This is an optimization exercise on Yosys and OpenROAD, whose aim is small area and a short achievable clock period, not a production implementation.
No functional check of the RTL was part of any run shown here.
No activity file was given, so power comes from the tool's default toggle rates.

[flow/config.mk]
export PLATFORM = sky130hd
export DESIGN_NAME = TaskInjector
export DESIGN_NICKNAME = TaskInjector
export VERILOG_FILES = /design/flow/design.v
export SDC_FILE = /design/flow/constraint.sdc
export NUM_CORES = 4
export LEC_CHECK = 0
export ABC_CLOCK_PERIOD_IN_PS = 2800
export CAP_MARGIN = 20
export CORE_MARGIN = 2
export CORE_UTILIZATION = 55
export CTS_CLUSTER_DIAMETER = 60
export CTS_CLUSTER_SIZE = 25
export SETUP_SLACK_MARGIN = 2.6
export SLEW_MARGIN = 20
[flow/constraint.sdc]
create_clock -name core_clock -period 5.5 [get_ports {clk_i}]
set_input_delay 1.1000 -clock core_clock [delete_from_list [all_inputs] [get_ports {clk_i}]]
set_output_delay 1.1000 -clock core_clock [all_outputs]
set_load 0.01 [all_outputs]
[flow/design.v]
package TaskInjectorPkg;
    parameter logic [7:0] NEW_APP                = 8'h00;
    parameter logic [7:0] APP_ALLOCATION_REQUEST = 8'h01;
    parameter logic [7:0] APP_MAPPING_COMPLETE   = 8'h02;
    parameter logic [7:0] TASK_TERMINATED        = 8'h06;
    parameter logic [7:0] REQUEST_FINISH         = 8'h10;
    parameter logic [7:0] DATA_AV          = 8'h40;
    parameter logic [7:0] MESSAGE_REQUEST  = 8'h41;
    parameter logic [7:0] TASK_ALLOCATION  = 8'h42;
    parameter logic [7:0] MESSAGE_DELIVERY = 8'h43;
    parameter logic [7:0] MIGRATION_DATA   = 8'h51;
endpackage
import TaskInjectorPkg::*;
module TaskInjector
#(
    parameter logic [31:0] INJECTOR_ADDRESS = 32'hE0000000,
    parameter              FLIT_SIZE        = 32,
    parameter              INJECT_MAPPER    = 0
)
(
    input  logic                     clk_i,
    input  logic                     rst_ni,
    input  logic                     src_eoa_i,
    input  logic                     src_rx_i,
    output logic                     src_credit_o,
    input  logic [(FLIT_SIZE - 1):0] src_data_i,
    input  logic [15:0]              mapper_address_i,
    output logic                     noc_tx_o,
    output logic                     noc_eop_o,
    input  logic                     noc_credit_i,
    output logic [(FLIT_SIZE - 1):0] noc_data_o,
    input  logic                     noc_rx_i,
    input  logic                     noc_eop_i,
    output logic                     noc_credit_o,
    input  logic [(FLIT_SIZE - 1):0] noc_data_i
);
    localparam MAX_IN_SIZE = 260;   
    localparam ADDR_FIRST  = 6;     
    localparam N_ADDR      = MAX_IN_SIZE - ADDR_FIRST;
    localparam I_IDLE     = 0;
    localparam I_HASH     = 1;
    localparam I_TASK_CNT = 2;
    localparam I_SEND_DSC = 3;
    localparam I_MAP      = 4;
    localparam I_TXT_SZ   = 5;
    localparam I_DATA_SZ  = 6;
    localparam I_BSS_SZ   = 7;
    localparam I_ENTRY    = 8;
    localparam I_SEND_TSK = 9;
    localparam I_NEXT_TSK = 10;
    localparam I_WAIT_CMP = 11;
    localparam I_SEND_EOA = 12;
    localparam I_FINISHED = 13;
    localparam S_IDLE     = 0;
    localparam S_DATA_AV  = 1;
    localparam S_REQUEST  = 2;
    localparam S_WAIT_REQ = 3;
    localparam S_PACKET   = 4;
    localparam S_FINISHED = 5;
    localparam R_IDLE     = 0;
    localparam R_PACKET   = 1;
    localparam R_SERVICE  = 2;
    localparam R_DELIVERY = 3;
    localparam R_DROP     = 4;
    localparam R_WAIT_REQ = 5;
    localparam R_WAIT_DLV = 6;
    localparam R_WAIT_ALC = 7;
    localparam R_MAP_CMP  = 8;
    logic [13:0] is_q, is_d;
    logic [5:0]  ss_q, ss_d;
    logic [8:0]  rs_q, rs_d;
    logic pass_q;     
    logic pass_dq;    
    logic tx_q;       
    logic credit_q;   
    logic last_q;     
    logic rx_en_q;    
    logic [31:0] hdr_q;   
    assign noc_tx_o     = (pass_q & src_rx_i)     | tx_q;
    assign src_credit_o = (pass_q & noc_credit_i) | credit_q;
    assign noc_eop_o    = noc_credit_i & last_q;
    assign noc_data_o   = (src_data_i & {FLIT_SIZE{pass_dq}}) | hdr_q;
    assign noc_credit_o = rx_en_q;
    logic accept;
    logic sent;
    assign accept = noc_tx_o & noc_credit_i;
    assign sent   = accept & last_q;
    logic [8:0] in_idx, in_idx_d;
    logic       in_wr;
    assign in_wr = rs_q[R_PACKET] && noc_rx_i;
    always_comb begin
        if (rs_q[R_IDLE])
            in_idx_d = '0;
        else if (in_wr)
            in_idx_d = in_idx + 1'b1;
        else
            in_idx_d = in_idx;
    end
    logic        svc0_av, svc0_req, svc0_dlv;   
    logic        svc5_alc, svc5_cmp;            
    logic [7:0]  app_id;                        
    logic [15:0] in_f1;                         
    logic [31:0] in_f2;                         
    always_ff @(posedge clk_i) begin
        if (in_wr && in_idx == 9'd0) begin
            svc0_av  <= (noc_data_i[23:16] == DATA_AV);
            svc0_req <= (noc_data_i[23:16] == MESSAGE_REQUEST);
            svc0_dlv <= (noc_data_i[23:16] == MESSAGE_DELIVERY);
        end
        if (in_wr && in_idx == 9'd1)
            in_f1 <= noc_data_i[15:0];
        if (in_wr && in_idx == 9'd2)
            in_f2 <= noc_data_i;
        if (in_wr && in_idx == 9'd5) begin
            app_id   <= noc_data_i[31:24];
            svc5_alc <= (noc_data_i[23:16] == APP_ALLOCATION_REQUEST);
            svc5_cmp <= (noc_data_i[23:16] == APP_MAPPING_COMPLETE);
        end
    end
    logic [15:0] ring [N_ADDR];
    logic [7:0]  wr_pos;       
    logic [7:0]  fetch_pos;    
    logic [15:0] task_addr;
    logic        ring_wr;      
    logic        ring_wr_q;    
    logic        first_q;      
    logic        ring_clr_q;   
    logic        fetch_next;   
    logic [15:0] din, din_n;
    assign ring_wr = in_wr && (in_idx >= 9'(ADDR_FIRST));
    always_ff @(posedge clk_i) begin
        din   <=  noc_data_i[15:0];
        din_n <= ~noc_data_i[15:0];
    end
    for (genvar gi = 0; gi < N_ADDR; gi++) begin : gen_ring
        logic sel;
        assign sel = ring_wr_q && (wr_pos == 8'((gi + 1) % N_ADDR));
        if (gi % 2 == 0) begin : g_even
            always_ff @(posedge clk_i)
                ring[gi] <= ~((din & {16{sel}}) | ring[(gi + 1) % N_ADDR]);
        end
        else begin : g_odd
            always_ff @(posedge clk_i)
                ring[gi] <= ~(({16{ring_clr_q}} | ring[(gi + 1) % N_ADDR]) & ({16{~sel}} | din_n));
        end
    end
    function automatic logic [7:0] ring_dec(input logic [7:0] pos);
        if (pos == 8'd0)
            ring_dec = 8'(N_ADDR - 1);
        else
            ring_dec = pos - 1'b1;
    endfunction
    always_ff @(posedge clk_i or negedge rst_ni) begin
        if (!rst_ni) begin
            wr_pos     <= '0;
            fetch_pos  <= '0;
            ring_wr_q  <= 1'b0;
            first_q    <= 1'b0;
            ring_clr_q <= 1'b1;
        end
        else begin
            wr_pos     <= ring_wr ? wr_pos : ring_dec(wr_pos);
            if (first_q)
                fetch_pos <= ring_dec(wr_pos);
            else if (!fetch_next)
                fetch_pos <= ring_dec(fetch_pos);
            ring_wr_q  <= ring_wr;
            first_q    <= ring_wr && (in_idx == 9'(ADDR_FIRST));
            ring_clr_q <= rs_d[R_IDLE] || (rs_d[R_PACKET] && in_idx_d == '0);
        end
    end
    logic [15:0] ring_tap;
    always_comb begin
        ring_tap = '0;
        for (int i = 0; i < N_ADDR; i += 8)
            ring_tap = ring_tap | (~ring[i] & {16{fetch_pos[7:3] == 5'(i / 8)}});
    end
    always_ff @(posedge clk_i) begin
        if (first_q)
            task_addr <= din;
        else if (fetch_pos[2:0] == 3'd0)
            task_addr <= ring_tap;
    end
    logic in_last;    
    assign in_last = (in_idx == 9'(MAX_IN_SIZE - 1));
    logic rx_start;
    assign rx_start = ss_q[S_WAIT_REQ] || is_q[I_MAP] || is_q[I_WAIT_CMP];
    always_comb begin
        rs_d = '0;
        rs_d[R_IDLE]     = (rs_q[R_IDLE] && !rx_start)
                        || (rs_q[R_SERVICE] && !svc0_av && !svc0_req && !svc0_dlv)
                        || (rs_q[R_DELIVERY] && !svc5_alc && !svc5_cmp)
                        || (rs_q[R_DROP] && noc_eop_i)
                        || ((rs_q[R_WAIT_REQ] || rs_q[R_WAIT_DLV]) && ss_q[S_FINISHED])
                        || (rs_q[R_WAIT_ALC] && is_q[I_WAIT_CMP])
                        || rs_q[R_MAP_CMP];
        rs_d[R_PACKET]   = (rs_q[R_IDLE] && rx_start)
                        || (rs_q[R_PACKET] && !(noc_rx_i && (noc_eop_i || in_last)));
        rs_d[R_SERVICE]  = rs_q[R_PACKET] && noc_rx_i && noc_eop_i;
        rs_d[R_DELIVERY] = rs_q[R_SERVICE] && svc0_dlv;
        rs_d[R_DROP]     = (rs_q[R_PACKET] && noc_rx_i && !noc_eop_i && in_last)
                        || (rs_q[R_DROP] && !noc_eop_i);
        rs_d[R_WAIT_REQ] = (rs_q[R_SERVICE] && svc0_av)
                        || (rs_q[R_WAIT_REQ] && !ss_q[S_FINISHED]);
        rs_d[R_WAIT_DLV] = (rs_q[R_SERVICE] && svc0_req)
                        || (rs_q[R_WAIT_DLV] && !ss_q[S_FINISHED]);
        rs_d[R_WAIT_ALC] = (rs_q[R_DELIVERY] && svc5_alc)
                        || (rs_q[R_WAIT_ALC] && !is_q[I_WAIT_CMP]);
        rs_d[R_MAP_CMP]  = rs_q[R_DELIVERY] && svc5_cmp;
    end
    always_ff @(posedge clk_i or negedge rst_ni) begin
        if (!rst_ni) begin
            rs_q    <= 9'(1 << R_IDLE);
            in_idx  <= '0;
            rx_en_q <= 1'b0;
        end
        else begin
            rs_q    <= rs_d;
            in_idx  <= in_idx_d;
            rx_en_q <= rs_d[R_PACKET] || rs_d[R_DROP];
        end
    end
    logic [7:0]  task_cnt;
    logic [7:0]  current_task;
    logic [31:0] txt_sz;      
    logic [31:0] data_sz;     
    logic [31:0] bss_sz;      
    logic [31:0] entry;       
    always_ff @(posedge clk_i) begin
        if (src_rx_i) begin
            if (is_q[I_IDLE])     data_sz[16:0] <= src_data_i[16:0];
            if (is_q[I_HASH])     entry         <= src_data_i;
            if (is_q[I_TASK_CNT]) task_cnt      <= src_data_i[7:0];
            if (is_q[I_TXT_SZ])   txt_sz        <= src_data_i;
            if (is_q[I_DATA_SZ])  data_sz       <= src_data_i;
            if (is_q[I_BSS_SZ])   bss_sz        <= src_data_i;
            if (is_q[I_ENTRY])    entry         <= src_data_i;
        end
    end
    logic last_task;
    assign last_task = (current_task == task_cnt - 1'b1);
    always_comb begin
        is_d = '0;
        is_d[I_IDLE]     = (is_q[I_IDLE] && !src_rx_i && !src_eoa_i)
                        || (is_q[I_WAIT_CMP] && rs_q[R_MAP_CMP]);
        is_d[I_HASH]     = (is_q[I_IDLE] && src_rx_i) || (is_q[I_HASH] && !src_rx_i);
        is_d[I_TASK_CNT] = (is_q[I_HASH] && src_rx_i) || (is_q[I_TASK_CNT] && !src_rx_i);
        is_d[I_SEND_DSC] = (is_q[I_TASK_CNT] && src_rx_i) || (is_q[I_SEND_DSC] && !ss_q[S_FINISHED]);
        is_d[I_MAP]      = (is_q[I_SEND_DSC] && ss_q[S_FINISHED]) || (is_q[I_MAP] && !rs_q[R_WAIT_ALC]);
        is_d[I_TXT_SZ]   = (is_q[I_MAP] && rs_q[R_WAIT_ALC])
                        || (is_q[I_TXT_SZ] && !src_rx_i)
                        || (is_q[I_NEXT_TSK] && !last_task);
        is_d[I_DATA_SZ]  = (is_q[I_TXT_SZ] && src_rx_i) || (is_q[I_DATA_SZ] && !src_rx_i);
        is_d[I_BSS_SZ]   = (is_q[I_DATA_SZ] && src_rx_i) || (is_q[I_BSS_SZ] && !src_rx_i);
        is_d[I_ENTRY]    = (is_q[I_BSS_SZ] && src_rx_i) || (is_q[I_ENTRY] && !src_rx_i);
        is_d[I_SEND_TSK] = (is_q[I_ENTRY] && src_rx_i) || (is_q[I_SEND_TSK] && !ss_q[S_FINISHED]);
        is_d[I_NEXT_TSK] = is_q[I_SEND_TSK] && ss_q[S_FINISHED];
        is_d[I_WAIT_CMP] = (is_q[I_NEXT_TSK] && last_task) || (is_q[I_WAIT_CMP] && !rs_q[R_MAP_CMP]);
        is_d[I_SEND_EOA] = (is_q[I_IDLE] && !src_rx_i && src_eoa_i) || (is_q[I_SEND_EOA] && !ss_q[S_FINISHED]);
        is_d[I_FINISHED] = (is_q[I_SEND_EOA] && ss_q[S_FINISHED]) || is_q[I_FINISHED];
    end
    always_ff @(posedge clk_i or negedge rst_ni) begin
        if (!rst_ni) begin
            is_q         <= 14'(1 << I_IDLE);
            current_task <= '0;
        end
        else begin
            is_q <= is_d;
            if (is_q[I_MAP])
                current_task <= '0;
            else if (is_q[I_NEXT_TSK])
                current_task <= current_task + 1'b1;
        end
    end
    logic send_msg;    
    assign send_msg = is_q[I_SEND_DSC] || is_q[I_SEND_EOA];
    always_comb begin
        ss_d = '0;
        ss_d[S_IDLE]     = (ss_q[S_IDLE] && !rs_q[R_WAIT_REQ] && !send_msg && !is_q[I_SEND_TSK])
                        || ss_q[S_FINISHED];
        ss_d[S_DATA_AV]  = (ss_q[S_IDLE] && !rs_q[R_WAIT_REQ] && send_msg)
                        || (ss_q[S_DATA_AV] && !sent);
        ss_d[S_REQUEST]  = (ss_q[S_IDLE] && rs_q[R_WAIT_REQ])
                        || (ss_q[S_REQUEST] && !sent);
        ss_d[S_WAIT_REQ] = (ss_q[S_DATA_AV] && sent)
                        || (ss_q[S_WAIT_REQ] && !rs_q[R_WAIT_DLV]);
        ss_d[S_PACKET]   = (ss_q[S_IDLE] && !rs_q[R_WAIT_REQ] && !send_msg && is_q[I_SEND_TSK])
                        || (ss_q[S_WAIT_REQ] && rs_q[R_WAIT_DLV])
                        || (ss_q[S_PACKET] && !sent);
        ss_d[S_FINISHED] = (ss_q[S_REQUEST] || ss_q[S_PACKET]) && sent;
    end
    logic [3:0] hdr_idx, hdr_idx_d;
    logic [3:0] hdr_size;
    assign hdr_size = is_q[I_SEND_DSC] ? 4'd8 : is_q[I_SEND_EOA] ? 4'd6 : 4'd7;
    always_comb begin
        if (ss_q[S_IDLE] || ss_q[S_WAIT_REQ])
            hdr_idx_d = '0;
        else if (accept && !pass_q)
            hdr_idx_d = hdr_idx + 1'b1;
        else
            hdr_idx_d = hdr_idx;
    end
    logic [17:0] remain, remain_d;
    logic [17:0] remain_dec;
    assign remain_dec = remain - 1'b1;
    always_comb begin
        remain_d = remain;
        if (is_q[I_SEND_DSC] && ss_q[S_IDLE])
            remain_d = 18'(data_sz[16:0]) + 18'({task_cnt, 1'b0}) + 18'd7;
        else if (is_q[I_DATA_SZ])
            remain_d = 18'(txt_sz[17:2]) + 18'(|txt_sz[1:0]) + 18'd6;
        else if (is_q[I_BSS_SZ] && src_rx_i)
            remain_d = remain + 18'(data_sz[17:2]) + 18'(|data_sz[1:0]);
        else if (ss_q[S_PACKET] && accept)
            remain_d = remain_dec;
    end
    logic last_d;
    always_comb begin
        if (ss_d[S_DATA_AV] || ss_d[S_REQUEST])
            last_d = (hdr_idx_d == 4'd2);
        else if (is_q[I_SEND_EOA])
            last_d = (hdr_idx_d == 4'd5);
        else if (ss_q[S_PACKET] && accept)
            last_d = (remain == 18'd1);
        else
            last_d = (remain == 18'd0);
    end
    logic [31:0] hdr_adv;
    always_comb begin
        hdr_adv = '0;
        if (ss_q[S_DATA_AV]) begin
            case (hdr_idx)
                4'd0:    hdr_adv = INJECTOR_ADDRESS;
                default: hdr_adv = {16'hFFFF, 16'h0000};
            endcase
        end
        else if (ss_q[S_REQUEST]) begin
            case (hdr_idx)
                4'd0:    hdr_adv = INJECTOR_ADDRESS;
                default: hdr_adv = {in_f2[31:16], 16'hFFFF};
            endcase
        end
        else if (is_q[I_SEND_TSK]) begin
            case (hdr_idx)
                4'd0:    hdr_adv = entry;
                4'd1:    hdr_adv = txt_sz;
                4'd2:    hdr_adv = data_sz;
                4'd3:    hdr_adv = bss_sz;
                4'd4:    hdr_adv = {app_id, current_task, mapper_address_i};
                default: hdr_adv = '0;
            endcase
        end
        else begin
            case (hdr_idx)
                4'd0:    hdr_adv = INJECTOR_ADDRESS;
                4'd1:    hdr_adv = {16'hFFFF, in_f2[15:0]};
                4'd2:    hdr_adv = '0;
                4'd3:    hdr_adv = is_q[I_SEND_EOA]
                            ? 32'h00000004
                            : {12'h000, remain_dec, 2'b00};
                4'd4:    hdr_adv = is_q[I_SEND_EOA]
                            ? {8'h00, REQUEST_FINISH, 16'h0000}
                            : {task_cnt, NEW_APP, 16'h0000};
                4'd5:    hdr_adv = INJECTOR_ADDRESS;
                4'd6:    hdr_adv = entry;
                default: hdr_adv = '0;
            endcase
        end
    end
    assign fetch_next = ss_q[S_IDLE] && !rs_q[R_WAIT_REQ] && is_q[I_SEND_TSK];
    logic [31:0] hdr_d;
    always_comb begin
        hdr_d = hdr_q;
        if (ss_q[S_IDLE]) begin
            if (rs_q[R_WAIT_REQ])
                hdr_d = {8'h00, MESSAGE_REQUEST, in_f1};
            else if (is_q[I_SEND_TSK])
                hdr_d = {8'h00, TASK_ALLOCATION, task_addr};
            else
                hdr_d = {8'h00, DATA_AV, mapper_address_i};
        end
        else if (ss_q[S_WAIT_REQ])
            hdr_d = {8'h00, MESSAGE_DELIVERY, in_f1};
        else if (accept)
            hdr_d = hdr_adv;
    end
    logic pass_d;
    assign pass_d = ss_d[S_PACKET] && (hdr_idx_d == hdr_size);
    always_ff @(posedge clk_i) begin
        hdr_q   <= hdr_d;
        pass_dq <= pass_d;
    end
    always_ff @(posedge clk_i or negedge rst_ni) begin
        if (!rst_ni) begin
            ss_q     <= 6'(1 << S_IDLE);
            hdr_idx  <= '0;
            remain   <= '0;
            pass_q   <= 1'b0;
            tx_q     <= 1'b0;
            credit_q <= 1'b1;
            last_q   <= 1'b0;
        end
        else begin
            ss_q     <= ss_d;
            hdr_idx  <= hdr_idx_d;
            remain   <= remain_d;
            pass_q   <= pass_d;
            tx_q     <= (ss_d[S_PACKET] && (hdr_idx_d != hdr_size))
                     || ss_d[S_DATA_AV] || ss_d[S_REQUEST];
            credit_q <= !ss_d[S_PACKET] && (
                            is_d[I_IDLE]   || is_d[I_HASH]    || is_d[I_TASK_CNT] ||
                            is_d[I_TXT_SZ] || is_d[I_DATA_SZ] || is_d[I_BSS_SZ]   ||
                            is_d[I_ENTRY]
                        );
            last_q   <= last_d;
        end
    end
endmodule
[flow/run.sh]
#!/bin/bash
# synth_recipe.tcl (not shown) runs the flow's synth.tcl, then flattens the netlist and writes it again
# the make line also repeats each setting of config.mk as NAME=value (left out here)
make -C /OpenROAD-flow-scripts/flow DESIGN_CONFIG=/design/flow/config.mk WORK_HOME=/design/flow/orfs CLKGATE_MAP_FILE= SYNTH_SCRIPT=/design/flow/synth_recipe.tcl finish
==> results of run 1 <==
==> sequential cells by signal, indices dropped and copies added (netlist names), 18 cells and up <==
name     count
hdr_q       32
data_sz     32
txt_sz      32
remain      18
bss_sz      32
in_f2       32
ring      4064
entry       32
==> cell type report <==
class	count	area share
Timing Repair Buffer	438	0.02967
Clock inverter	80	0.007945
Sequential cell	4433	0.6427
Antenna cell	34	0.0005956
Tap cell	3150	0.02759
Multi-Input combinational cell	5900	0.2494
Inverter	86	0.002295
Clock buffer	244	0.03975
==> cells by family (layout without fill, tap and decap cells) <==
| family | count (synthesis) | in the layout | synth area share |
|---|---|---|---|
| AND/OR/NAND/NOR | 875 | 875 | 0.03131 |
| AO/OA/AOI/OAI | 4845 | 4845 | 0.2156 |
| multiplexers | 39 | 39 | 0.003048 |
| buffers and inverters | 1179 | 848 | 0.03439 |
| other | 0 | 34 | 0 |
| flip-flops | 4433 | 4433 | 0.7044 |
| XOR/XNOR | 85 | 85 | 0.005721 |
| adder cells (fa/ha/maj) | 56 | 56 | 0.005558 |
==> worst max-delay path: cells and delay by family, from the launching register on <==
kind / cells / cell delay, ns
simple gates: 2 / 0.35
flops: 1 / 0.40
xor+xnor: 1 / 0.16
compound gates: 5 / 1.12
fa+ha+maj: 2 / 0.74
buf+inv: 2 / 0.27
==> through the flow <==
step | hold WS (ns) | area (µm²) | utilization | total power, mW
final | 0.1525 | 142800 | 0.6073 | 61.72
after global routing | 0.1652 | 142800 | 0.6071 | 63.23
after CTS | 0.3425 | 141900 | 0.6032 | 61.09
after detailed placement | 0.3679 | 133800 | 0.5688 | 42.88
after global placement | 0.3653 | 133600 | 0.5682 | 42.86
after floorplan | 0.3650 | 130100 | - | 39.33
==> how the worst min path moves through the flow <==
stage            startpoint            to  slack (ns)  depth (start not counted)
6_report             rst_ni    hdr_idx[3]        0.15                          1
5_1_grt              rst_ni    hdr_idx[3]        0.17                          1
3_5_place_dp    ring[17][5]   ring[16][5]        0.37                          1
3_3_place_gp    ring[5][12]   ring[4][12]        0.37                          1
2_1_floorplan    ring[1][0]    ring[0][0]        0.37                          1
4_1_cts        ring[203][2]  ring[202][2]        0.34                          1
==> cells in the mapped netlist, types with 9 or more instances <==
master	instances	area, µm²
and2_1	21	131.4
nor2b_1	15	93.84
o31ai_1	9	67.56
clkbuf_1	1048	3934
xor2_1	32	280.3
nor3_1	42	210.2
dfrtp_1	86	2152
nand3_1	53	265.3
edfxtp_1	245	7357
ha_1	53	663.1
nand2b_1	24	150.1
o22ai_1	2258	14130
nand2_1	267	1002
a21oi_1	2191	10970
buf_1	12	45.04
a211o_1	9	78.83
nand4_1	20	125.1
mux2i_1	34	340.3
a211oi_1	18	135.1
a31oi_1	19	118.9
or3_1	13	81.33
a21o_1	46	345.3
inv_1	84	315.3
nor4_1	56	350.3
and3_1	11	68.82
a32oi_1	16	140.1
xnor2_1	53	464.2
dfxtp_1	4097	82020
o21ai_0	78	390.4
o22a_1	22	192.7
a221oi_1	40	350.3
a22oi_1	50	375.4
or4_1	21	157.7
nor2_1	299	1122
a222oi_1	20	200.2
buf_2	31	155.2
o21ai_1	12	60.06
==> report_power, final <==
part	leakage (nW)	switching [mW]	internal [mW]	total (mW)
combinational	10.7	6.83	2.38	9.22
sequential	36.5	0.953	32.9	33.9
clock	3.29	10.7	7.94	18.6
total	50.5	18.5	43.2	61.7
==> repair_timing <==
item	4_1_cts	5_1_grt
gates cloned	3	1
pin swaps	44	37
resized for setup	447	143
buffers inserted	54	24
setup endpoints to repair	2723	1567
==> per-layer routing <==
| metal | vias to the layer above | GRT usage |
|---|---|---|
| li1 | 41250 | - |
| met1 | 49570 | 0.5764 |
| met2 | 6161 | 0.5910 |
| met3 | 1309 | 0.1256 |
| met4 | 40 | 0.2373 |
| met5 | - | 0 |
==> cell usage in the layout (no fill, tap or decap), types with 38 or more instances in the layout <==
master           count
buf_12              48
a21oi_1           2184
nand2_2             59
xnor2_1             48
clkdlybuf4s50_1     51
a22oi_1             50
nand2_1            193
inv_1               78
edfxtp_1           245
o21ai_0             70
o22ai_1           2246
a221oi_1            39
ha_1                46
nor2_2              38
a21o_1              44
nand3_1             43
dfxtp_1           4064
dfrtp_1             70
clkbuf_16          223
nor2_4              71
buf_4              235
nor2_1             191
nor4_1              41
==> reports/metrics.cfg, run 1 <==
[critical_path]
crit_start = data_sz[1]
cp_cell_sequence = or2_4 > fa_2 > fa_2 > a21o_1 > a221oi_4 > buf_4 > buf_6 > o21ai_4 > a31oi_2 > xor2_1 > nor2_1 > o41a_1
crit_type = reg -> reg
cp-endpoint = remain[10]
reg2reg_from = data_sz[1]
slowest_delay_ns = 0.40
reg2reg_to = remain[10]
critPathMaxFanout = 2
critical_path.startpoint_type = register
critPathArrivalTime_ns = 3.94
required_ns = 6.26
cpMaxStageDelayCell = edfxtp_1
reg2reg_depth = 12
r2r_setup_slack_ns = 2.32
cpMostUsedCell = fa_2
endpoint_kind = register

[global_route]
grt_pass1_vias = 90500
antenna_found_initial = 56
grt_pass1_wl_um = 721500
grt_max_degree = 195
overflow = 0
grt_use_total = 0.4202

[sta]
setup_slack_ns = 2.319
fin_crit_ns = 3.181
fmax_mhz = 314.4
worstMarginPinSlew_ns = 1.235
rsz0062_at_grt = yes
setup_violations = 0
skew_ns = 0.06924
max_slew_margin = 0.1766
timing.final.max_slew_violations = 0
hold_violations = 0
finalSetupTns_ns = 0
fin_crit_sh = 0.5784

[clock_tree]
cts_buffer_depth = 3
numCtsBuffers = 220
cts_tree = yes
ctsHtreeMaxLevel = 4
cts_sinks = 4433
clk_pin_slew_ns = 0.09
worstSkewPairLatency_ns = 0.93
hold_buffers = 0
root_buffer = clkbuf_16

[drt]
top_layer = met5
ant_nets = 0
routed-wl-met2_um = 216700
wl_per_cell_um = 36.61
firstDrtPassIters = 6
wl_met1_um = 210900
via_count = 98320
wirelength_um = 525900
vias_per_cell = 6.845
met3WireLength_um = 62500
drt_iter0_drc = 13680
drc_errors = 0

[die]
core_um2 = 235200
start_util = 0.5533
die_w_um = 490.4
io_pins = 123
dieArea_um2 = 240500
dieHeight_um = 490.4
fp-row-count = 178

[synthesis]
synth_area_um2 = 130100
yosysWarnings = 2
synth_seq_cells = 4433
synth_async_sr_flop_share = 0.02053
synth_cell_types = 80
ys_seq_area_frac = 0.7044
syn_area_per_cell_um2 = 11.30
synthFlopType = dfxtp_1
synth_edf_count = 245
synthCells = 11510
synth_nets = 11660

[final_layout]
finalNetCount = 11220
final_cells = 14370
drive_gt1_frac = 0.09230
multi_input_area_um2 = 35630
seqCellArea_um2 = 91810
area_growth_pct = 9.773
fill_cells = 19090

[run_status]
status = finished clean

[power_and_ir_drop]
power_density_nw_per_um2 = 432.1
leakagePower_nw = 50.52
vdd_ir_drop_max_mv = 0.4425

[placed_design]
port_buffers = 122
place_hpwl_um = 338700
place_ws_ns = 1.559
dpl.cell_count = 13920
gp_congestion = 1.053

[hold_path]
hp-class = in -> async

[flow_run]
cap_violations = 0

==> inputs of run 2 (changes only) <==
--- a/flow/design.v
+++ b/flow/design.v
@@ -71,19 +71,21 @@
     logic [8:0]  rs_q, rs_d;
     logic pass_q;     
     logic pass_dq;    
+    logic tx_dq;
     logic tx_q;       
     logic credit_q;   
     logic last_q;     
     logic rx_en_q;    
     logic [31:0] hdr_q;   
+    logic [31:0] pm_q;    
     assign noc_tx_o     = (pass_q & src_rx_i)     | tx_q;
     assign src_credit_o = (pass_q & noc_credit_i) | credit_q;
     assign noc_eop_o    = noc_credit_i & last_q;
-    assign noc_data_o   = (src_data_i & {FLIT_SIZE{pass_dq}}) | hdr_q;
+    assign noc_data_o   = (src_data_i & pm_q) | hdr_q;
     assign noc_credit_o = rx_en_q;
     logic accept;
     logic sent;
-    assign accept = noc_tx_o & noc_credit_i;
+    assign accept = ((pass_dq & src_rx_i) | tx_dq) & noc_credit_i;
     assign sent   = accept & last_q;
     logic [8:0] in_idx, in_idx_d;
     logic       in_wr;
@@ -122,50 +124,67 @@
     logic [7:0]  fetch_pos;    
     logic [15:0] task_addr;
     logic        ring_wr;      
-    logic        ring_wr_q;    
-    logic        first_q;      
     logic        ring_clr_q;   
     logic        fetch_next;   
-    logic [15:0] din, din_n;
+    logic [15:0] din, din2;    
+    logic        din_v, din_first;     
+    logic        pend_q, pend_first;   
+    logic [7:0]  pend_pos;             
+    function automatic logic [7:0] ring_dec(input logic [7:0] pos);
+        if (pos == 8'd0)
+            ring_dec = 8'(N_ADDR - 1);
+        else
+            ring_dec = pos - 1'b1;
+    endfunction
+    logic [7:0]  din_pos;      
+    logic        din_now;      
+    logic [7:0]  w_pos;
+    logic        w_en, w_first;
+    logic [15:0] w_data;
     assign ring_wr = in_wr && (in_idx >= 9'(ADDR_FIRST));
+    assign din_pos = ring_dec(wr_pos);
+    assign din_now = din_v && !din_pos[0];
+    assign w_en    = pend_q || din_now;
+    assign w_pos   = pend_q ? pend_pos   : din_pos;
+    assign w_data  = pend_q ? din2       : din;
+    assign w_first = pend_q ? pend_first : din_first;
     always_ff @(posedge clk_i) begin
-        din   <=  noc_data_i[15:0];
-        din_n <= ~noc_data_i[15:0];
+        din      <= noc_data_i[15:0];
+        din2     <= din;
+        pend_pos <= ring_dec(din_pos);
     end
     for (genvar gi = 0; gi < N_ADDR; gi++) begin : gen_ring
-        logic sel;
-        assign sel = ring_wr_q && (wr_pos == 8'((gi + 1) % N_ADDR));
         if (gi % 2 == 0) begin : g_even
+            logic sel;
+            assign sel = w_en && (w_pos[7:1] == 7'(gi / 2));
             always_ff @(posedge clk_i)
-                ring[gi] <= ~((din & {16{sel}}) | ring[(gi + 1) % N_ADDR]);
+                ring[gi] <= ~((w_data & {16{sel}}) | ring[(gi + 1) % N_ADDR]);
         end
         else begin : g_odd
             always_ff @(posedge clk_i)
-                ring[gi] <= ~(({16{ring_clr_q}} | ring[(gi + 1) % N_ADDR]) & ({16{~sel}} | din_n));
+                ring[gi] <= ~({16{ring_clr_q}} | ring[(gi + 1) % N_ADDR]);
         end
     end
-    function automatic logic [7:0] ring_dec(input logic [7:0] pos);
-        if (pos == 8'd0)
-            ring_dec = 8'(N_ADDR - 1);
-        else
-            ring_dec = pos - 1'b1;
-    endfunction
     always_ff @(posedge clk_i or negedge rst_ni) begin
         if (!rst_ni) begin
             wr_pos     <= '0;
             fetch_pos  <= '0;
-            ring_wr_q  <= 1'b0;
-            first_q    <= 1'b0;
+            din_v      <= 1'b0;
+            din_first  <= 1'b0;
+            pend_q     <= 1'b0;
+            pend_first <= 1'b0;
             ring_clr_q <= 1'b1;
         end
         else begin
             wr_pos     <= ring_wr ? wr_pos : ring_dec(wr_pos);
-            if (first_q)
-                fetch_pos <= ring_dec(wr_pos);
+            if (din_first)
+                fetch_pos <= din_pos;
             else if (!fetch_next)
                 fetch_pos <= ring_dec(fetch_pos);
-            ring_wr_q  <= ring_wr;
-            first_q    <= ring_wr && (in_idx == 9'(ADDR_FIRST));
+            din_v      <= ring_wr;
+            din_first  <= ring_wr && (in_idx == 9'(ADDR_FIRST));
+            pend_q     <= din_v && din_pos[0];
+            pend_first <= din_first;
             ring_clr_q <= rs_d[R_IDLE] || (rs_d[R_PACKET] && in_idx_d == '0);
         end
     end
@@ -176,8 +195,8 @@
             ring_tap = ring_tap | (~ring[i] & {16{fetch_pos[7:3] == 5'(i / 8)}});
     end
     always_ff @(posedge clk_i) begin
-        if (first_q)
-            task_addr <= din;
+        if (w_en && w_first)
+            task_addr <= w_data;
         else if (fetch_pos[2:0] == 3'd0)
             task_addr <= ring_tap;
     end
@@ -303,14 +322,20 @@
     logic [17:0] remain, remain_d;
     logic [17:0] remain_dec;
     assign remain_dec = remain - 1'b1;
+    logic [18:0] txt_words_x, task_words_x;
+    logic [17:0] txt_words, task_words;
+    assign txt_words_x  = {txt_sz[17:2], (|txt_sz[1:0])} + {18'd6, (|txt_sz[1:0])};
+    assign task_words_x = {remain, (|data_sz[1:0])} + {data_sz[17:2], (|data_sz[1:0])};
+    assign txt_words    = txt_words_x[18:1];
+    assign task_words   = task_words_x[18:1];
     always_comb begin
         remain_d = remain;
         if (is_q[I_SEND_DSC] && ss_q[S_IDLE])
             remain_d = 18'(data_sz[16:0]) + 18'({task_cnt, 1'b0}) + 18'd7;
         else if (is_q[I_DATA_SZ])
-            remain_d = 18'(txt_sz[17:2]) + 18'(|txt_sz[1:0]) + 18'd6;
+            remain_d = txt_words;
         else if (is_q[I_BSS_SZ] && src_rx_i)
-            remain_d = remain + 18'(data_sz[17:2]) + 18'(|data_sz[1:0]);
+            remain_d = task_words;
         else if (ss_q[S_PACKET] && accept)
             remain_d = remain_dec;
     end
@@ -384,11 +409,15 @@
         else if (accept)
             hdr_d = hdr_adv;
     end
-    logic pass_d;
+    logic pass_d, tx_d;
     assign pass_d = ss_d[S_PACKET] && (hdr_idx_d == hdr_size);
+    assign tx_d   = (ss_d[S_PACKET] && (hdr_idx_d != hdr_size))
+                 || ss_d[S_DATA_AV] || ss_d[S_REQUEST];
     always_ff @(posedge clk_i) begin
         hdr_q   <= hdr_d;
+        pm_q    <= hdr_d | {32{pass_d}};
         pass_dq <= pass_d;
+        tx_dq   <= tx_d;
     end
     always_ff @(posedge clk_i or negedge rst_ni) begin
         if (!rst_ni) begin
@@ -405,8 +434,7 @@
             hdr_idx  <= hdr_idx_d;
             remain   <= remain_d;
             pass_q   <= pass_d;
-            tx_q     <= (ss_d[S_PACKET] && (hdr_idx_d != hdr_size))
-                     || ss_d[S_DATA_AV] || ss_d[S_REQUEST];
+            tx_q     <= tx_d;
             credit_q <= !ss_d[S_PACKET] && (
                             is_d[I_IDLE]   || is_d[I_HASH]    || is_d[I_TASK_CNT] ||
                             is_d[I_TXT_SZ] || is_d[I_DATA_SZ] || is_d[I_BSS_SZ]   ||
--- a/flow/config.mk
+++ b/flow/config.mk
@@ -5,11 +5,11 @@
 export SDC_FILE = /design/flow/constraint.sdc
 export NUM_CORES = 4
 export LEC_CHECK = 0
-export ABC_CLOCK_PERIOD_IN_PS = 2800
+export ABC_CLOCK_PERIOD_IN_PS = 2000
 export CAP_MARGIN = 20
 export CORE_MARGIN = 2
 export CORE_UTILIZATION = 55
 export CTS_CLUSTER_DIAMETER = 60
 export CTS_CLUSTER_SIZE = 25
-export SETUP_SLACK_MARGIN = 2.6
+export SETUP_SLACK_MARGIN = 2.75
 export SLEW_MARGIN = 20
==> reports/metrics.cfg, run 2 <==
[final_layout]
fill_cells = 17630  ; -7.7%
drive_gt1_frac = 0.1382  ; +0.04591
multi_input_area_um2 = 33390  ; -6.3%
largest_reg_flops = 4064  ; unchanged
regMostFlops = ring
seqCellArea_um2 = 92220  ; +0.45%
fin_util = 0.6422  ; +0.03481
area_growth_pct = 15.97
postLayoutCellArea_um2 = 144600  ; +1.2%
finalNetCount = 11530  ; +2.8%
final_cells = 14510  ; +0.98%
final_cell_mix = 4168 x dfxtp_1, 2169 x nor2_1, 2021 x a21oi_1
final_common_cell = dfxtp_1

[synthesis]
synth_area_um2 = 124600  ; -4.2%
synth_nets = 11270  ; -3.3%
synth_top_area_share = 0.6696  ; +0.03926
yosysWarnings = 2  ; unchanged
yosys.area.top_type = dfxtp_1
synth_async_sr_flop_share = 0.02078  ; +0.0002543
synthTopCellsByCount = 4169 x dfxtp_1, 2207 x nor2_1, 2125 x a21oi_1
synth_seq_cells = 4475  ; +0.95%
ys_seq_area_frac = 0.7396  ; +0.03521
synthFlopType = dfxtp_1
syn_area_per_cell_um2 = 11.20  ; -0.89%
synth_edf_count = 213  ; -13%
synthCells = 11130  ; -3.4%
synth.most_common_cell = dfxtp_1
synth_area_leaders = dfxtp_1 67%, a21oi_1 8.5%, nor2_1 6.6%
synth_cell_types = 83  ; +3.8%

[power_and_ir_drop]
power_density_nw_per_um2 = 438.7  ; +1.5%
vdd_ir_drop_max_mv = 0.4549  ; +2.8%
leakagePower_nw = 55.70  ; +10%
finalPower_mw = 63.41  ; +2.7%

[clock_tree]
ctsHtreeMaxLevel = 4  ; unchanged
root_buffer = clkbuf_16
numCtsBuffers = 219  ; -0.45%
cts_buffer_depth = 3  ; unchanged
clk_pin_slew_ns = 0.10  ; about the same
worstSkewPairLatency_ns = 0.91  ; -0.02 ns
cts_tree = yes
cts_sinks = 4475  ; +0.95%

[drt]
drt_iter0_drc = 10620  ; -22%
vias_per_cell = 5.957  ; -13%
drc_errors = 0  ; unchanged
firstDrtPassIters = 9  ; +3
via_count = 86410  ; -12%
ant_nets = 0  ; unchanged
wirelength_um = 467200  ; -11%
wl_per_cell_um = 32.21  ; -12%

[global_route]
antenna_found_initial = 46  ; -18%
grt_pass1_wl_um = 624300  ; -13%
grt_max_degree = 213  ; +9.2%
grt_use_total = 0.3870  ; -0.03321
grt_pass1_vias = 78940  ; -13%
overflow = 0  ; unchanged

[placed_design]
place_hpwl_um = 286800  ; -15%
place_ws_ns = 1.558  ; -0.001020 ns
dpl_cell_area_um2 = 129000  ; -3.6%
gp_congestion = 1.071  ; +1.7%
port_buffers = 122  ; unchanged
dpl.cell_count = 13740  ; -1.3%

[sta]
skew_ns = 0.02926  ; -0.03998 ns
setup_violations = 0  ; unchanged
setup_slack_ns = 2.271  ; -0.04772 ns
fin_crit_sh = 0.5870  ; +0.008676
timing.final.max_slew_violations = 0  ; unchanged
whs_ns = 0.2754  ; +0.1228 ns
fin_crit_ns = 3.229  ; +0.04772 ns
fmax_mhz = 309.7  ; -1.5%
max_slew_margin = 0.2078  ; +0.03124
worstMarginPinSlew_ns = 1.187  ; -0.04848 ns
hold_violations = 0  ; unchanged
finalSetupTns_ns = 0  ; unchanged
rsz0062_at_grt = yes

[critical_path]
critPathMaxFanout = 8  ; +6
critPathArrivalTime_ns = 3.88  ; -0.06 ns
cp_num_buf_inv = 2  ; unchanged
reg2reg_depth = 9  ; -3
path_delay_family = simple AND/OR/NAND/NOR gates
endpoint_kind = register
required_ns = 6.15  ; -0.11 ns
worst-path-stages = 9  ; -3
critical_path.startpoint_type = register
slowest_delay_ns = 0.54  ; +0.14 ns
crit_type = reg -> reg
cp_cell_sequence = buf_4 > nor2b_4 > nand2_4 > buf_6 > o22ai_1 > or4_4 > nor4_4 > nand4_1 > mux2_4
cpMaxStageDelayCell = nand4_1

[die]
die_w_um = 480.1  ; -2.1%
core_um2 = 225100  ; -4.3%
dieHeight_um = 480.1  ; -2.1%
io_pins = 123  ; unchanged
dieArea_um2 = 230500  ; -4.2%
start_util = 0.5537  ; about the same
fp-row-count = 174  ; -2.2%

[run_status]
status = finished clean

[hold_path]
hp-class = in -> async

[flow_run]
cap_violations = 0  ; unchanged

run 2: path summary, 6_finish.rpt:
path / startpoint / endpoint / slack, ns
worst min register to register: ring[86][6] / ring[85][6] / 0.37
worst max register to register: fetch_pos[4] / task_addr[9] / 2.27
worst max-delay path: fetch_pos[4] / task_addr[9] / 2.27
max in group asynchronous: rst_ni / pend_q / 4.02
worst min-delay path: rst_ni / pass_q / 0.28
min in group core_clock: ring[86][6] / ring[85][6] / 0.37
run 2: area by class of cell:
class / count / area share
clock inverters: 70 / 0.006448
well taps: 2992 / 0.02590
clock buffers: 255 / 0.04006
inverters: 58 / 0.001549
multi-input cells: 5900 / 0.2310
repair buffers: 739 / 0.05681
diodes: 17 / 0.0002943
flip-flops and latches: 4475 / 0.6380
run 2: kinds of logic (layout without fill, tap and decap cells):
logic type                 Yosys count  in the layout  share of synthesized area
AOI/OAI and AO/OA                 2809           2810                     0.1239
xor gates and xnor gates            84             84                   0.005902
adders and majority gates           54             54                   0.005541
buffers and inverters              778           1122                    0.02466
DFF                               4475           4475                     0.7396
muxes                               66             85                   0.005682
other                                0             17                          0
and+or+nand+nor                   2860           2867                    0.09466
run 2: what timing repair did:
item | in CTS | in global routing
setup endpoints to repair | 2193 | 1681
resized for setup | 790 | 465
hold buffers | 0 | 0
buffers inserted | 187 | 178
gates cloned | 27 | 32
pin swaps | 121 | 179
run 2: power by group:
group	switching, mW	internal (mW)
combinational	7.41	3.49
clock	10.5	8.02
sequential	0.796	33.2
total	18.7	44.7
run 2: routing by layer:
metal  wire, µm  track usage  up-vias
met4      31800       0.2158       40
li1           -            -    37730
met3      51610       0.1103     1023
met1     188500       0.5269    43370
met2     195000       0.5548     4251
met5        323            0        -
==> inputs of run 3 (changes only) <==
==> flow/flow/run.sh (new file) <==
#!/bin/bash
# The standard layout (standard.sh), unchanged except that the input and
# output port buffers are plain buffers (buf_4) instead of the delay buffer
# that buffer_ports picks on its own. The make output goes to standard_flow.log;
# ORFS keeps each step's log under orfs/logs/.
set -euo pipefail
export BUFFER_PORTS_ARGS="-buffer_cell sky130_fd_sc_hd__buf_4"
bash standard.sh > standard_flow.log 2>&1
==> flow/standard.sh (new file) <==
#!/bin/bash
# synth_recipe.tcl (not shown) runs the flow's synth.tcl, then flattens the netlist and writes it again
# the make line also repeats each setting of config.mk as NAME=value (left out here)
make -C /OpenROAD-flow-scripts/flow DESIGN_CONFIG=/design/flow/config.mk WORK_HOME=/design/flow/orfs CLKGATE_MAP_FILE= SYNTH_SCRIPT=/design/flow/synth_recipe.tcl "${@:-finish}"
removed: flow/run.sh
==> reports/metrics.cfg, run 3 <==
[run_status]
status = finished clean

[drt]
wirelength_um = 475400  ; +1.8%
firstDrtPassIters = 6  ; -3
ant_nets = 0  ; unchanged
drt_iter0_drc = 10640  ; +0.23%
drc_errors = 0  ; unchanged
wl_per_cell_um = 32.70  ; +1.5%
via_count = 87440  ; +1.2%
vias_per_cell = 6.014  ; +0.97%

[clock_tree]
cts_tree = yes
clk_pin_slew_ns = 0.08  ; -0.02 ns
cts_sinks = 4475  ; unchanged
cts_buffer_depth = 3  ; unchanged
ctsHtreeMaxLevel = 4  ; unchanged
worstSkewPairLatency_ns = 0.93  ; +0.02 ns
root_buffer = clkbuf_16
numCtsBuffers = 220  ; +0.46%

[synthesis]
synth_top_area_share = 0.6696  ; unchanged
ys_seq_area_frac = 0.7396  ; unchanged
synth_cell_types = 83  ; unchanged
yosysWarnings = 2  ; unchanged
synth_seq_cells = 4475  ; unchanged
synth_simple_gate_area_frac = 0.09466  ; unchanged
synthFlopType = dfxtp_1
synthCells = 11130  ; unchanged
synth_area_leaders = dfxtp_1 67%, a21oi_1 8.5%, nor2_1 6.6%
synth_async_sr_flop_share = 0.02078  ; unchanged
synth_xor_area_frac = 0.005902  ; unchanged
synth_nets = 11270  ; unchanged
synth_compound_area_frac = 0.1239  ; unchanged
synth_top_family_by_area = compound AO/OA/AOI/OAI gates
yosys.area.top_type = dfxtp_1
synth_area_um2 = 124600  ; unchanged
synth_edf_count = 213  ; unchanged
synth.most_common_cell = dfxtp_1
syn_area_per_cell_um2 = 11.20  ; unchanged
synthTopCellsByCount = 4169 x dfxtp_1, 2207 x nor2_1, 2125 x a21oi_1
muxShareOfSynthArea = 0.005682  ; unchanged
synth_fa_ha_area_frac = 0.005541  ; unchanged

[global_route]
grt_pass1_wl_um = 616700  ; -1.2%
antenna_found_initial = 58  ; +26%
use_met2 = 0.5518  ; -0.002924
grt_max_degree = 158  ; -26%
grt_pass1_vias = 79030  ; +0.12%
met3_usage = 0.09814  ; -0.01217
busiest_layer = met2
grt_use_total = 0.3812  ; -0.005806
gr-usage-met1 = 0.5141  ; -0.01284
overflow = 0  ; unchanged

[critical_path]
critPathMaxFanout = 8  ; unchanged
cp_cell_sequence = and3b_2 > buf_6 > nand2_2 > buf_4 > o22ai_1 > nor4_4 > nand4_1 > mux2_4
endpoint_kind = register
slowest_delay_ns = 0.50  ; -0.04 ns
reg2reg_depth = 8  ; -1
reg2reg_from = fetch_pos[6]
cp_num_buf_inv = 2  ; unchanged
required_ns = 6.12  ; -0.03 ns
reg2reg_to = task_addr[11]
path_delay_family = simple AND/OR/NAND/NOR gates
cpMaxStageDelayCell = nand4_1
critPathArrivalTime_ns = 3.82  ; -0.06 ns
r2r_setup_slack_ns = 2.30  ; +0.03 ns
crit_type = reg -> reg
critical_path.startpoint_type = register

[placed_design]
dpl_cell_area_um2 = 128600  ; -0.29%
place_ws_ns = 1.459  ; -0.09849 ns
place_hpwl_um = 297300  ; +3.7%
gp_congestion = 1.087  ; +1.5%
port_buffers = 122  ; unchanged
dpl.cell_count = 13730  ; -0.080%

[die]
core_um2 = 225100  ; unchanged
die_w_um = 480.1  ; unchanged
fp-row-count = 174  ; unchanged
io_pins = 123  ; unchanged
dieHeight_um = 480.1  ; unchanged
start_util = 0.5537  ; unchanged
dieArea_um2 = 230500  ; unchanged

[sta]
skew_ns = 0.05023  ; +0.02097 ns
hold_violations = 0  ; unchanged
setup_violations = 0  ; unchanged
fin_crit_ns = 3.198  ; -0.03061 ns
rsz0062_at_grt = yes
whs_ns = 0.3061  ; +0.03073 ns
fmax_mhz = 312.7  ; +0.96%
setup_slack_ns = 2.302  ; +0.03061 ns
max_slew_margin = 0.2133  ; +0.005479
timing.final.max_slew_violations = 0  ; unchanged
fin_crit_sh = 0.5815  ; -0.005565
worstMarginPinSlew_ns = 1.180  ; -0.006595 ns
finalSetupTns_ns = 0  ; unchanged

[power_and_ir_drop]
vdd_ir_drop_max_mv = 0.3574  ; -21%
power_density_nw_per_um2 = 433.9  ; -1.1%
leakagePower_nw = 56.72  ; +1.8%
finalPower_mw = 63.97  ; +0.88%

[final_layout]
seqCellArea_um2 = 92220  ; about the same
regMostFlops = ring
fill_cells = 17260  ; -2.1%
postLayoutCellArea_um2 = 147400  ; +2.0%
fin_util = 0.6549  ; +0.01275
multi_input_area_um2 = 34720  ; +4.0%
largest_reg_flops = 4064  ; unchanged
area_growth_pct = 18.28
drive_gt1_frac = 0.1821  ; +0.04390
final_cell_mix = 4169 x dfxtp_1, 2158 x nor2_1, 1552 x a21oi_1
final_common_cell = dfxtp_1
final_cells = 14540  ; +0.23%
finalNetCount = 11580  ; +0.36%

[hold_path]
hp-class = in -> async

[flow_run]
cap_violations = 0  ; unchanged

[run 3: kinds of logic (layout without fill, tap and decap cells)]
family / after synthesis / in the layout
mux: 66 / 80
simple gates: 2860 / 2865
flops: 4475 / 4475
xor+xnor: 84 / 84
compound gates: 2809 / 2810
other cells: 0 / 21
fa+ha+maj: 54 / 54
buf+inv: 778 / 1158
[run 3: routing by layer]
metal | part of all wire | vias up
li1 | - | 37790
met1 | 0.39 | 43670
met2 | 0.42 | 4709
met3 | 0.11 | 1252
met4 | 0.077 | 24
met5 | 0.00073 | -
[run 3: layout make-up]
cell class / count / area share
sequential: 4475 / 0.6255
multi-input combinational: 5893 / 0.2355
timing repair buffer: 786 / 0.06605
clock buffer: 246 / 0.03877
tap: 2992 / 0.02539
clock inverter: 68 / 0.006857
inverter: 58 / 0.001536
antenna: 21 / 0.0003564
[run 3: worst register-to-register path: stages, from the launching register on]
cell and delay [ns]:
dfrtp_2 0.47, and3b_2 0.27, buf_6 0.15, nand2_2 0.17, buf_4 0.23, o22ai_1 0.16, nor4_4 0.48, nand4_1 0.50
mux2_4 0.48
[run 3: power by group]
group | internal, mW | switching, mW
Clock | 7.94 | 10.6
Sequential | 33.2 | 0.800
Combinational | 3.83 | 7.59
Total | 45.0 | 19.0
[run 3: worst max-delay path by stage]
stage                         end  depth (start not counted)  slack (ns)    startpoint
floorplan               remain[7]                          9        2.75      src_rx_i
global placement     ring[82][12]                          9        1.34     wr_pos[0]
detailed placement   ring[10][11]                         11        1.46     wr_pos[0]
CTS                 task_addr[11]                          9        2.36  fetch_pos[3]
global route           remain[15]                         10        2.36    data_sz[1]
finish              task_addr[11]                          8        2.30  fetch_pos[6]
[run 3: repair_timing]
item,CTS,global route
gates cloned,15,72
resized for setup,432,1026
buffers inserted,171,217
pin swaps,132,582
endpoints found under the setup margin,2158,1669
hold buffers,0,0
==> inputs of run 4 (changes only) <==
--- a/flow/design.v
+++ b/flow/design.v
@@ -69,6 +69,12 @@
     logic [13:0] is_q, is_d;
     logic [5:0]  ss_q, ss_d;
     logic [8:0]  rs_q, rs_d;
+    logic [13:0] is_r;
+    logic [5:0]  ss_r;
+    logic [8:0]  rs_r;
+    assign is_q = is_r ^ 14'(1 << I_IDLE);
+    assign ss_q = ss_r ^ 6'(1 << S_IDLE);
+    assign rs_q = rs_r ^ 9'(1 << R_IDLE);
     logic pass_q;     
     logic pass_dq;    
     logic tx_dq;
@@ -90,6 +96,7 @@
     logic [8:0] in_idx, in_idx_d;
     logic       in_wr;
     assign in_wr = rs_q[R_PACKET] && noc_rx_i;
+    logic at0_q, at1_q, at2_q, at5_q, at_addr_q, at_last_q;
     always_comb begin
         if (rs_q[R_IDLE])
             in_idx_d = '0;
@@ -103,17 +110,35 @@
     logic [7:0]  app_id;                        
     logic [15:0] in_f1;                         
     logic [31:0] in_f2;                         
+    always_ff @(posedge clk_i or negedge rst_ni) begin
+        if (!rst_ni) begin
+            at0_q     <= 1'b0;
+            at1_q     <= 1'b0;
+            at2_q     <= 1'b0;
+            at5_q     <= 1'b0;
+            at_addr_q <= 1'b0;
+            at_last_q <= 1'b0;
+        end
+        else begin
+            at0_q     <= rs_d[R_PACKET] && in_idx_d == 9'd0;
+            at1_q     <= rs_d[R_PACKET] && in_idx_d == 9'd1;
+            at2_q     <= rs_d[R_PACKET] && in_idx_d == 9'd2;
+            at5_q     <= rs_d[R_PACKET] && in_idx_d == 9'd5;
+            at_addr_q <= rs_d[R_PACKET] && in_idx_d >= 9'(ADDR_FIRST);
+            at_last_q <= in_idx_d == 9'(MAX_IN_SIZE - 1);
+        end
+    end
     always_ff @(posedge clk_i) begin
-        if (in_wr && in_idx == 9'd0) begin
+        if (noc_rx_i && at0_q) begin
             svc0_av  <= (noc_data_i[23:16] == DATA_AV);
             svc0_req <= (noc_data_i[23:16] == MESSAGE_REQUEST);
             svc0_dlv <= (noc_data_i[23:16] == MESSAGE_DELIVERY);
         end
-        if (in_wr && in_idx == 9'd1)
+        if (noc_rx_i && at1_q)
             in_f1 <= noc_data_i[15:0];
-        if (in_wr && in_idx == 9'd2)
+        if (noc_rx_i && at2_q)
             in_f2 <= noc_data_i;
-        if (in_wr && in_idx == 9'd5) begin
+        if (noc_rx_i && at5_q) begin
             app_id   <= noc_data_i[31:24];
             svc5_alc <= (noc_data_i[23:16] == APP_ALLOCATION_REQUEST);
             svc5_cmp <= (noc_data_i[23:16] == APP_MAPPING_COMPLETE);
@@ -129,6 +154,7 @@
     logic [15:0] din, din2;    
     logic        din_v, din_first;     
     logic        pend_q, pend_first;   
+    logic        din_v_seen;           
     logic [7:0]  pend_pos;             
     function automatic logic [7:0] ring_dec(input logic [7:0] pos);
         if (pos == 8'd0)
@@ -141,7 +167,7 @@
     logic [7:0]  w_pos;
     logic        w_en, w_first;
     logic [15:0] w_data;
-    assign ring_wr = in_wr && (in_idx >= 9'(ADDR_FIRST));
+    assign ring_wr = noc_rx_i && at_addr_q;
     assign din_pos = ring_dec(wr_pos);
     assign din_now = din_v && !din_pos[0];
     assign w_en    = pend_q || din_now;
@@ -173,35 +199,52 @@
             din_first  <= 1'b0;
             pend_q     <= 1'b0;
             pend_first <= 1'b0;
+            din_v_seen <= 1'b0;
             ring_clr_q <= 1'b1;
         end
         else begin
             wr_pos     <= ring_wr ? wr_pos : ring_dec(wr_pos);
-            if (din_first)
-                fetch_pos <= din_pos;
-            else if (!fetch_next)
-                fetch_pos <= ring_dec(fetch_pos);
+            fetch_pos  <= fetch_pos_d;
             din_v      <= ring_wr;
-            din_first  <= ring_wr && (in_idx == 9'(ADDR_FIRST));
+            din_first  <= ring_wr && !din_v_seen;
             pend_q     <= din_v && din_pos[0];
             pend_first <= din_first;
+            din_v_seen <= (din_v_seen || ring_wr) && !rs_q[R_IDLE];
             ring_clr_q <= rs_d[R_IDLE] || (rs_d[R_PACKET] && in_idx_d == '0);
         end
     end
+    localparam N_TAP = (N_ADDR + 7) / 8;
+    logic [N_TAP-1:0] tap_q;
+    logic [7:0]       fetch_pos_d;
+    always_comb begin
+        if (din_first)
+            fetch_pos_d = din_pos;
+        else if (!fetch_next)
+            fetch_pos_d = ring_dec(fetch_pos);
+        else
+            fetch_pos_d = fetch_pos;
+    end
+    always_ff @(posedge clk_i or negedge rst_ni) begin
+        if (!rst_ni)
+            tap_q <= '0;
+        else
+            for (int m = 0; m < N_TAP; m++)
+                tap_q[m] <= (fetch_pos_d == 8'(8 * m));
+    end
     logic [15:0] ring_tap;
     always_comb begin
         ring_tap = '0;
-        for (int i = 0; i < N_ADDR; i += 8)
-            ring_tap = ring_tap | (~ring[i] & {16{fetch_pos[7:3] == 5'(i / 8)}});
+        for (int m = 0; m < N_TAP; m++)
+            ring_tap = ring_tap | (~ring[8 * m] & {16{tap_q[m]}});
     end
     always_ff @(posedge clk_i) begin
         if (w_en && w_first)
             task_addr <= w_data;
-        else if (fetch_pos[2:0] == 3'd0)
+        else if (|tap_q)
             task_addr <= ring_tap;
     end
     logic in_last;    
-    assign in_last = (in_idx == 9'(MAX_IN_SIZE - 1));
+    assign in_last = at_last_q;
     logic rx_start;
     assign rx_start = ss_q[S_WAIT_REQ] || is_q[I_MAP] || is_q[I_WAIT_CMP];
     always_comb begin
@@ -229,12 +272,12 @@
     end
     always_ff @(posedge clk_i or negedge rst_ni) begin
         if (!rst_ni) begin
-            rs_q    <= 9'(1 << R_IDLE);
+            rs_r    <= '0;
             in_idx  <= '0;
             rx_en_q <= 1'b0;
         end
         else begin
-            rs_q    <= rs_d;
+            rs_r    <= rs_d ^ 9'(1 << R_IDLE);
             in_idx  <= in_idx_d;
             rx_en_q <= rs_d[R_PACKET] || rs_d[R_DROP];
         end
@@ -280,11 +323,11 @@
     end
     always_ff @(posedge clk_i or negedge rst_ni) begin
         if (!rst_ni) begin
-            is_q         <= 14'(1 << I_IDLE);
+            is_r         <= '0;
             current_task <= '0;
         end
         else begin
-            is_q <= is_d;
+            is_r <= is_d ^ 14'(1 << I_IDLE);
             if (is_q[I_MAP])
                 current_task <= '0;
             else if (is_q[I_NEXT_TSK])
@@ -314,7 +357,7 @@
     always_comb begin
         if (ss_q[S_IDLE] || ss_q[S_WAIT_REQ])
             hdr_idx_d = '0;
-        else if (accept && !pass_q)
+        else if (accept && !pass_dq)
             hdr_idx_d = hdr_idx + 1'b1;
         else
             hdr_idx_d = hdr_idx;
@@ -330,8 +373,10 @@
     assign task_words   = task_words_x[18:1];
     always_comb begin
         remain_d = remain;
-        if (is_q[I_SEND_DSC] && ss_q[S_IDLE])
-            remain_d = 18'(data_sz[16:0]) + 18'({task_cnt, 1'b0}) + 18'd7;
+        if (is_q[I_HASH])
+            remain_d = 18'(data_sz[16:0]) + 18'd7;
+        else if (is_q[I_SEND_DSC] && ss_q[S_IDLE])
+            remain_d = remain + 18'({task_cnt, 1'b0});
         else if (is_q[I_DATA_SZ])
             remain_d = txt_words;
         else if (is_q[I_BSS_SZ] && src_rx_i)
@@ -409,19 +454,20 @@
         else if (accept)
             hdr_d = hdr_adv;
     end
+    logic hdr_end_q;
     logic pass_d, tx_d;
-    assign pass_d = ss_d[S_PACKET] && (hdr_idx_d == hdr_size);
-    assign tx_d   = (ss_d[S_PACKET] && (hdr_idx_d != hdr_size))
-                 || ss_d[S_DATA_AV] || ss_d[S_REQUEST];
+    assign pass_d = ss_d[S_PACKET] && (pass_dq || (accept && hdr_end_q));
+    assign tx_d   = (ss_d[S_PACKET] && !pass_d) || ss_d[S_DATA_AV] || ss_d[S_REQUEST];
     always_ff @(posedge clk_i) begin
         hdr_q   <= hdr_d;
         pm_q    <= hdr_d | {32{pass_d}};
-        pass_dq <= pass_d;
-        tx_dq   <= tx_d;
+        pass_dq   <= pass_d;
+        tx_dq     <= tx_d;
+        hdr_end_q <= (hdr_idx_d == hdr_size - 1'b1);
     end
     always_ff @(posedge clk_i or negedge rst_ni) begin
         if (!rst_ni) begin
-            ss_q     <= 6'(1 << S_IDLE);
+            ss_r     <= '0;
             hdr_idx  <= '0;
             remain   <= '0;
             pass_q   <= 1'b0;
@@ -430,7 +476,7 @@
             last_q   <= 1'b0;
         end
         else begin
-            ss_q     <= ss_d;
+            ss_r     <= ss_d ^ 6'(1 << S_IDLE);
             hdr_idx  <= hdr_idx_d;
             remain   <= remain_d;
             pass_q   <= pass_d;
==> flow/run.sh (new file) <==
#!/bin/bash
# synth_recipe.tcl (not shown) runs the flow's synth.tcl, then flattens the netlist and writes it again
# the make line also repeats each setting of config.mk as NAME=value (left out here)
make -C /OpenROAD-flow-scripts/flow DESIGN_CONFIG=/design/flow/config.mk WORK_HOME=/design/flow/orfs CLKGATE_MAP_FILE= SYNTH_SCRIPT=/design/flow/synth_recipe.tcl finish
--- a/flow/config.mk
+++ b/flow/config.mk
@@ -5,7 +5,7 @@
 export SDC_FILE = /design/flow/constraint.sdc
 export NUM_CORES = 4
 export LEC_CHECK = 0
-export ABC_CLOCK_PERIOD_IN_PS = 2000
+export ABC_CLOCK_PERIOD_IN_PS = 1500
 export CAP_MARGIN = 20
 export CORE_MARGIN = 2
 export CORE_UTILIZATION = 55
removed: flow/flow/run.sh
removed: flow/standard.sh
==> reports/metrics.cfg, run 4 <==
[clock_tree]
cts_buffer_depth = 3  ; unchanged
cts_sinks = 4515  ; +0.89%
numCtsBuffers = 223  ; +1.4%
worstSkewPairLatency_ns = 0.94  ; about the same
cts_tree = yes
root_buffer = clkbuf_16
ctsHtreeMaxLevel = 4  ; unchanged
hold_buffers = 0  ; unchanged
clk_pin_slew_ns = 0.10  ; +0.02 ns

[placed_design]
port_buffers = 122  ; unchanged
place_hpwl_um = 310700  ; +4.5%
gp_congestion = 1.078  ; -0.76%

[die]
io_pins = 123  ; unchanged
dieArea_um2 = 232500  ; +0.88%
die_w_um = 482.2  ; +0.44%
core_um2 = 227300  ; +0.96%
start_util = 0.5533  ; about the same
fp-row-count = 175  ; +0.57%
dieHeight_um = 482.2  ; +0.44%

[hold_path]
hp-class = in -> async

[drt]
drc_errors = 0  ; unchanged
firstDrtPassIters = 6  ; unchanged
via_count = 87930  ; +0.56%
wirelength_um = 476200  ; +0.17%
ant_nets = 0  ; unchanged
vias_per_cell = 6.019  ; about the same
wl_per_cell_um = 32.60  ; -0.31%
drt_iter0_drc = 10660  ; +0.23%

[sta]
rsz0062_at_grt = yes
setup_violations = 0  ; unchanged
fmax_mhz = 331.4  ; +6.0%
fin_crit_ns = 3.018  ; -0.1804 ns
fin_crit_sh = 0.5487  ; -0.03281
timing.final.max_slew_violations = 0  ; unchanged
worstMarginPinSlew_ns = 1.188  ; +0.008266 ns
finalSetupTns_ns = 0  ; unchanged
max_slew_margin = 0.2078  ; -0.005511
skew_ns = 0.08512  ; +0.03489 ns
hold_violations = 0  ; unchanged

[synthesis]
synth_async_sr_flop_share = 0.02924  ; +0.008454
synth_nets = 11370  ; +0.92%
synthCells = 11240  ; +1.0%
synthTopCellsByCount = 4170 x dfxtp_1, 2332 x nor2_1, 2161 x a21oi_1
synth_edf_count = 213  ; unchanged
syn_area_per_cell_um2 = 11.19  ; -0.14%
synth_area_um2 = 125800  ; +0.89%
synthFlopType = dfxtp_1
synth.most_common_cell = dfxtp_1
yosysWarnings = 2  ; unchanged
synth_area_leaders = dfxtp_1 66%, a21oi_1 8.6%, nor2_1 7.0%
yosys.area.top_type = dfxtp_1
ys_seq_area_frac = 0.7410  ; +0.001377
synth_top_area_share = 0.6638  ; -0.005737
synth_seq_cells = 4515  ; +0.89%
synth_cell_types = 85  ; +2.4%

[critical_path]
reg2reg_to = task_addr[7]
cpMaxStageDelayCell = o22ai_1
critPathArrivalTime_ns = 3.71  ; -0.11 ns
slowest_delay_ns = 0.88  ; +0.38 ns
critPathMaxFanout = 10  ; +2
critical_path.startpoint_type = register
required_ns = 6.19  ; +0.07 ns
cp_cell_sequence = clkinvlp_4 > buf_4 > o22ai_1 > nor4_1 > a41oi_4
crit_type = reg -> reg
reg2reg_from = tap_q[19]
reg2reg_depth = 5  ; -3
endpoint_kind = register
r2r_setup_slack_ns = 2.48  ; +0.18 ns
crit_start = tap_q[19]

[power_and_ir_drop]
clockPowerShare = 0.292  ; +0.002
power_density_nw_per_um2 = 444.3  ; +2.4%
finalPower_mw = 64.71  ; +1.2%
leakagePower_nw = 56.22  ; -0.87%
switchingPower_mw = 19.43  ; +2.3%
p_seq_frac = 0.536  ; +0.004
combinationalPowerShare = 0.173  ; -0.006
power.internal_mw = 45.29  ; +0.69%
switching_share = 0.3002  ; +0.003279
vdd_ir_drop_max_mv = 0.3388  ; -5.2%

[final_layout]
finalNetCount = 11600  ; +0.22%
regMostFlops = ring
largest_reg_flops = 4064  ; unchanged
drive_gt1_frac = 0.1459  ; -0.03625
final_common_cell = dfxtp_1
area_growth_pct = 15.82
final_cell_mix = 4155 x dfxtp_1, 2209 x nor2_1, 1851 x a21oi_1

[global_route]
overflow = 0  ; unchanged
grt_pass1_vias = 79900  ; +1.1%
gr-usage-met1 = 0.5238  ; +0.009727
grt_use_total = 0.3908  ; +0.009596
grt_max_degree = 182  ; +15%
grt_pass1_wl_um = 633400  ; +2.7%
busiest_layer = met2
antenna_found_initial = 58  ; unchanged
met3_usage = 0.1008  ; +0.002647
use_met2 = 0.5769  ; +0.02511

[flow_run]
cap_violations = 0  ; unchanged

[run_status]
status = finished clean

-- run 4: changes by cell type after synthesis, moves of 20 or more --
cell	delta
a21oi_1	+36
a222oi_1	+26
buf_2	-37
clkbuf_1	+35
dfrtp_1	+42
inv_1	+30
mux2_2	-20
nand2_1	-54
nor2_1	+125
nor2_2	-65
nor3_1	+21
o22ai_1	-32
-- run 4: cell families (layout without fill, tap and decap cells) --
group / count (synthesis) / count (layout) / share of synthesized area
flip-flops: 4515 / 4515 / 0.7410
other: 0 / 27 / 0
multiplexers: 44 / 50 / 0.003681
XOR/XNOR: 95 / 95 / 0.006617
buffers and inverters: 811 / 1136 / 0.02500
adder cells (fa/ha/maj): 43 / 43 / 0.004398
AO/OA/AOI/OAI: 2856 / 2856 / 0.1263
AND/OR/NAND/NOR: 2877 / 2878 / 0.09306
-- run 4: power groups by stage --
stage               Clock [mW]  Sequential (mW)  Combinational [mW]
global route              20.1             34.7                11.7
detailed placement           0             35.3                8.87
finish                    18.9             34.7                11.2
floorplan                    0             34.7                5.75
CTS                       18.9             34.6                9.97
global placement             0             35.3                8.84
-- run 4: area by class of cell --
class,count,area [µm²]
antenna,27,67.56
clock buffer,260,5872
clock inverter,68,1107
fill,17780,81630
inverter,89,421.7
multi-input combinational,5922,33170
sequential,4515,93230
tap,3009,3765
timing repair buffer,719,8016
-- run 4: how the worst max path moves through the flow --
stage                          to  slack [ns]
floorplan           ring[172][10]        2.68
global placement     ring[184][6]        1.08
detailed placement       pm_q[31]        1.40
CTS                     tap_q[20]        2.68
global route           remain[10]        2.51
finish               task_addr[7]        2.48
-- run 4: per-layer routing --
metal | vias to the layer above | wire length (µm)
met1 | 44400 | 189900
li1 | 38040 | -
met4 | 32 | 32130
met3 | 1071 | 49120
met5 | - | 207
met2 | 4390 | 204900
-- run 4: repair_timing --
item	in CTS	in global routing
cloned	23	54
setup endpoints to repair	2216	1815
gates resized for setup	716	819
buffers inserted	124	140
pin swaps	98	357
-- run 4: critical path: cells and delay by family, from the launching register on --
family / cells / cell delay, ns
compound gates: 2 / 1.30
simple gates: 1 / 0.22
flops: 1 / 0.44
buf+inv: 2 / 0.78
-- run 4: through the flow --
stage / cell area (µm²) / hold WS, ns / util / setup slack (ns) / std cells
global route: 145600 / 0.1800 / 0.6406 / 2.508 / 14590
floorplan: 125900 / 0.3272 / - / 2.680 / 11240
CTS: 140600 / 0.1495 / 0.6185 / 2.677 / 14390
global placement: 130500 / 0.3547 / 0.5743 / 1.082 / 13910
finish: 145600 / 0.1589 / 0.6408 / 2.482 / 14610
detailed placement: 130600 / 0.3564 / 0.5745 / 1.403 / 13910

[port drivers added, routing unchanged]
The results above use ideal ports. As a check the final layouts listed here were re-extracted and re-timed, cells and wires unchanged.
Step 1: set_driving_cell puts a clkbuf_16 on clk_i and a buf_2 on each other input, an assumption about the parent block.
Step 2 times the ports against the registers' clock, not the clock port: input delays grow and output delays shrink by t, the midpoint of the rising clock arrivals with the driver on.
Three values: ideal ports, drivers, drivers and shift; two values: the first two.
run | t (ns) | slack for setup (ns)
run 1 | 0.992 | 2.319 / 2.235 / 2.131
run 2 | 0.992 | 2.271 / 2.271 / 1.987
run 3 | 0.996 | 2.302 / 2.302 / 2.046
run 4 | 1.000 | 2.482 / 2.482 / 1.990
After both steps every run listed still meets setup and hold.
